Background: an optimization exercise with open tools, aiming at small area, a short achievable clock period and few clock cycles. Do not read the settings as production practice. Power is estimated from default activity; no workload was simulated.

==> pepper: inputs <==
Design std_fp_smult_pipe, start of the top module:
module std_fp_smult_pipe #(
    parameter WIDTH = 32,
    parameter INT_WIDTH = 16,
    parameter FRAC_WIDTH = 16
) (
    input  [WIDTH-1:0]              left,
    input  [WIDTH-1:0]              right,
    input  logic                    reset,
    input  logic                    go,
    input  logic                    clk,
    output logic [WIDTH-1:0]        out,
    output logic                    done
);
export LEC_CHECK = 0
export CAP_MARGIN = 20
export CORE_MARGIN = 2
export CORE_UTILIZATION = 40
export SETUP_SLACK_MARGIN = 2.5
export SLEW_MARGIN = 20
export SYNTH_HIERARCHICAL = 1
create_clock -name core_clock -period 7.5 [get_ports {clk}]
standard.sh (not shown) runs the stock make flow with config.mk's settings and CLKGATE_MAP_FILE= SYNTH_SCRIPT=/design/flow/synth_recipe.tcl, a recipe that flattens the netlist after the stock synthesis.
==> flow/flow/run.sh <==
#!/bin/bash
# Layout flow: the standard ORFS flow (standard.sh, unchanged synthesis),
# with extra ORFS variables from flow/extra.env (port buffer cell choice and
# timing-repair options). Each tool's full output is in orfs/logs/...; the
# make output is in standard.log.
set -euo pipefail
here=$(pwd)
set -a
source "$here/flow/extra.env"
set +a
bash "$here/standard.sh" > "$here/standard.log" 2>&1
==> flow/flow/extra.env <==
BUFFER_PORTS_ARGS="-buffer_cell sky130_fd_sc_hd__buf_2"
==> tundra (differences from pepper) <==
--- a/flow/design.v
+++ b/flow/design.v
@@ -3251,143 +3251,16 @@
   mul_fa us771 (.a(c750), .b(c752), .c(c754), .s(s771), .co(c772));
   mul_fa us773 (.a(s765), .b(s767), .c(s769), .s(s773), .co(c774));
   mul_fa us775 (.a(c756), .b(s771), .c(c758), .s(s775), .co(c776));
   mul_fa us777 (.a(s773), .b(c760), .c(s775), .s(s777), .co(c778));
   mul_ha us779 (.a(c762), .b(s777), .s(s779), .co(c780));
   wire [15:0] la = {c98, c84, s81, c60, c50, c40, s37, c24, c18, s15, c8, s5, c2, pp1_0, pp0_1, negz[0]};
   wire [15:0] lb = {s111, s97, s83, s71, s59, s49, s39, s31, s23, s17, s11, s7, s3, s1, 1'b0, pp0_0};
-  wire lp0, lg0;
-  mul_xor2 ulp0 (.a(negz[0]), .b(pp0_0), .y(lp0));
-  mul_and2 ulg0 (.a(negz[0]), .b(pp0_0), .y(lg0));
-  wire lp1, lg1;
-  mul_xor2 ulp1 (.a(pp0_1), .b(1'b0), .y(lp1));
-  mul_and2 ulg1 (.a(pp0_1), .b(1'b0), .y(lg1));
-  wire lp2, lg2;
-  mul_xor2 ulp2 (.a(pp1_0), .b(s1), .y(lp2));
-  mul_and2 ulg2 (.a(pp1_0), .b(s1), .y(lg2));
-  wire lp3, lg3;
-  mul_xor2 ulp3 (.a(c2), .b(s3), .y(lp3));
-  mul_and2 ulg3 (.a(c2), .b(s3), .y(lg3));
-  wire lp4, lg4;
-  mul_xor2 ulp4 (.a(s5), .b(s7), .y(lp4));
-  mul_and2 ulg4 (.a(s5), .b(s7), .y(lg4));
-  wire lp5, lg5;
-  mul_xor2 ulp5 (.a(c8), .b(s11), .y(lp5));
-  mul_and2 ulg5 (.a(c8), .b(s11), .y(lg5));
-  wire lp6, lg6;
-  mul_xor2 ulp6 (.a(s15), .b(s17), .y(lp6));
-  mul_and2 ulg6 (.a(s15), .b(s17), .y(lg6));
-  wire lp7, lg7;
-  mul_xor2 ulp7 (.a(c18), .b(s23), .y(lp7));
-  mul_and2 ulg7 (.a(c18), .b(s23), .y(lg7));
-  wire lp8, lg8;
-  mul_xor2 ulp8 (.a(c24), .b(s31), .y(lp8));
-  mul_and2 ulg8 (.a(c24), .b(s31), .y(lg8));
-  wire lp9, lg9;
-  mul_xor2 ulp9 (.a(s37), .b(s39), .y(lp9));
-  mul_and2 ulg9 (.a(s37), .b(s39), .y(lg9));
-  wire lp10, lg10;
-  mul_xor2 ulp10 (.a(c40), .b(s49), .y(lp10));
-  mul_and2 ulg10 (.a(c40), .b(s49), .y(lg10));
-  wire lp11, lg11;
-  mul_xor2 ulp11 (.a(c50), .b(s59), .y(lp11));
-  mul_and2 ulg11 (.a(c50), .b(s59), .y(lg11));
-  wire lp12, lg12;
-  mul_xor2 ulp12 (.a(c60), .b(s71), .y(lp12));
-  mul_and2 ulg12 (.a(c60), .b(s71), .y(lg12));
-  wire lp13, lg13;
-  mul_xor2 ulp13 (.a(s81), .b(s83), .y(lp13));
-  mul_and2 ulg13 (.a(s81), .b(s83), .y(lg13));
-  wire lp14, lg14;
-  mul_xor2 ulp14 (.a(c84), .b(s97), .y(lp14));
-  mul_and2 ulg14 (.a(c84), .b(s97), .y(lg14));
-  wire lp15, lg15;
-  mul_xor2 ulp15 (.a(c98), .b(s111), .y(lp15));
-  mul_and2 ulg15 (.a(c98), .b(s111), .y(lg15));
-  wire lG0_1 = lg1 | (lp1 & lg0);
-  wire lP0_1 = lp1 & lp0;
-  wire lG0_3 = lg3 | (lp3 & lg2);
-  wire lP0_3 = lp3 & lp2;
-  wire lG0_5 = lg5 | (lp5 & lg4);
-  wire lP0_5 = lp5 & lp4;
-  wire lG0_7 = lg7 | (lp7 & lg6);
-  wire lP0_7 = lp7 & lp6;
-  wire lG0_9 = lg9 | (lp9 & lg8);
-  wire lP0_9 = lp9 & lp8;
-  wire lG0_11 = lg11 | (lp11 & lg10);
-  wire lP0_11 = lp11 & lp10;
-  wire lG0_13 = lg13 | (lp13 & lg12);
-  wire lP0_13 = lp13 & lp12;
-  wire lG0_15 = lg15 | (lp15 & lg14);
-  wire lP0_15 = lp15 & lp14;
-  wire lG1_2 = lg2 | (lp2 & lG0_1);
-  wire lP1_2 = lp2 & lP0_1;
-  wire lG1_3 = lG0_3 | (lP0_3 & lG0_1);
-  wire lP1_3 = lP0_3 & lP0_1;
-  wire lG1_6 = lg6 | (lp6 & lG0_5);
-  wire lP1_6 = lp6 & lP0_5;
-  wire lG1_7 = lG0_7 | (lP0_7 & lG0_5);
-  wire lP1_7 = lP0_7 & lP0_5;
-  wire lG1_10 = lg10 | (lp10 & lG0_9);
-  wire lP1_10 = lp10 & lP0_9;
-  wire lG1_11 = lG0_11 | (lP0_11 & lG0_9);
-  wire lP1_11 = lP0_11 & lP0_9;
-  wire lG1_14 = lg14 | (lp14 & lG0_13);
-  wire lP1_14 = lp14 & lP0_13;
-  wire lG1_15 = lG0_15 | (lP0_15 & lG0_13);
-  wire lP1_15 = lP0_15 & lP0_13;
-  wire lG2_4 = lg4 | (lp4 & lG1_3);
-  wire lP2_4 = lp4 & lP1_3;
-  wire lG2_5 = lG0_5 | (lP0_5 & lG1_3);
-  wire lP2_5 = lP0_5 & lP1_3;
-  wire lG2_6 = lG1_6 | (lP1_6 & lG1_3);
-  wire lP2_6 = lP1_6 & lP1_3;
-  wire lG2_7 = lG1_7 | (lP1_7 & lG1_3);
-  wire lP2_7 = lP1_7 & lP1_3;
-  wire lG2_12 = lg12 | (lp12 & lG1_11);
-  wire lP2_12 = lp12 & lP1_11;
-  wire lG2_13 = lG0_13 | (lP0_13 & lG1_11);
-  wire lP2_13 = lP0_13 & lP1_11;
-  wire lG2_14 = lG1_14 | (lP1_14 & lG1_11);
-  wire lP2_14 = lP1_14 & lP1_11;
-  wire lG2_15 = lG1_15 | (lP1_15 & lG1_11);
-  wire lP2_15 = lP1_15 & lP1_11;
-  wire lG3_8 = lg8 | (lp8 & lG2_7);
-  wire lP3_8 = lp8 & lP2_7;
-  wire lG3_9 = lG0_9 | (lP0_9 & lG2_7);
-  wire lP3_9 = lP0_9 & lP2_7;
-  wire lG3_10 = lG1_10 | (lP1_10 & lG2_7);
-  wire lP3_10 = lP1_10 & lP2_7;
-  wire lG3_11 = lG1_11 | (lP1_11 & lG2_7);
-  wire lP3_11 = lP1_11 & lP2_7;
-  wire lG3_12 = lG2_12 | (lP2_12 & lG2_7);
-  wire lP3_12 = lP2_12 & lP2_7;
-  wire lG3_13 = lG2_13 | (lP2_13 & lG2_7);
-  wire lP3_13 = lP2_13 & lP2_7;
-  wire lG3_14 = lG2_14 | (lP2_14 & lG2_7);
-  wire lP3_14 = lP2_14 & lP2_7;
-  wire lG3_15 = lG2_15 | (lP2_15 & lG2_7);
-  wire lP3_15 = lP2_15 & lP2_7;
-  wire ls0 = lp0 ^ 1'b0;
-  wire ls1 = lp1 ^ lg0;
-  wire ls2 = lp2 ^ lG0_1;
-  wire ls3 = lp3 ^ lG1_2;
-  wire ls4 = lp4 ^ lG1_3;
-  wire ls5 = lp5 ^ lG2_4;
-  wire ls6 = lp6 ^ lG2_5;
-  wire ls7 = lp7 ^ lG2_6;
-  wire ls8 = lp8 ^ lG2_7;
-  wire ls9 = lp9 ^ lG3_8;
-  wire ls10 = lp10 ^ lG3_9;
-  wire ls11 = lp11 ^ lG3_10;
-  wire ls12 = lp12 ^ lG3_11;
-  wire ls13 = lp13 ^ lG3_12;
-  wire ls14 = lp14 ^ lG3_13;
-  wire ls15 = lp15 ^ lG3_14;
-  wire lcarry = lG3_15;
+  wire [16:0] lsum = {1'b0, la} + {1'b0, lb};
+  wire lcarry = lsum[16];
   always_ff @(posedge clk) begin
     r16_0 <= c112;
     r16_1 <= s127;
     r17_0 <= c128;
     r17_1 <= s143;
     r18_0 <= c144;
     r18_1 <= s161;
==> flow/flow/extra.env (replaced) <==
BUFFER_PORTS_ARGS="-buffer_cell sky130_fd_sc_hd__buf_4"
==> comparison table <==
item                                                            pepper       tundra
Outcome                               no timing/DRC/antenna violations  no timing/DRC/antenna violations
Least setup slack across all paths after layout               2.528 ns     2.437 ns
Post-layout util                                                47.27%       46.24%
P_clk                                                       0.000532 W   0.000425 W
Highest clock rate                                           201.1 MHz    197.5 MHz
Buffers inserted by post-CTS timing repair                          43           38
Number of fill cells                                              4725         4690
Portion of the layout cell area used by non-clock buffers       7.144%       6.363%
Largest net degree at the start of global routing                   40           44
Area delta synth->final                                         17.15%       14.78%
Power dissipated by switching net loads                     0.005225 W   0.005181 W
Cells after DPL                                                   2607         2570
Mean cell area of the mapped netlist                         11.38 µm²    11.47 µm²
Hold slack                                                    1.258 ns     1.272 ns
Critical Path Fanout Max                                            28           42
Peak ir drop on the vdd network                            0.0002593 V  0.0002390 V
Vertical die dimension                                        231.0 µm     230.6 µm
Number of stages on the worst setup path                            14           13
No run of this note included a check of the RTL's function; only the layout flow was run.

==> afterwards: timing with drivers on the ports <==
No port has a modelled driver above. Below, the same layouts with a new extraction and two added sets of constraints. Step 1, drivers: a clkbuf_16 drives clk and a buf_2 each remaining input, both assumed. Step 2 also shifts input and output timing later by t, the mid clock arrival at the registers, as if the neighbouring blocks saw the same clock. a / b / c = ideal / step 1 / step 2; a / b = the first two.
run | t, ns | setup slack, ns | hold WS [ns] | slew at the worst register clock pin (ns) | pins driven straight from the clock port
pepper | 0.441 | 2.528 / 2.506 / 2.100 | 1.258 / 1.225 / 1.666 | 0.07 / 0.07 | 1
tundra | 0.427 | 2.437 / 2.458 / 2.030 | 1.272 / 1.249 / 1.677 | 0.07 / 0.07 | 1
After both steps every run listed still meets setup and hold. The setup slack of pepper, which loses most, moves by -0.022 ns with the drivers and by -0.428 ns with both steps.
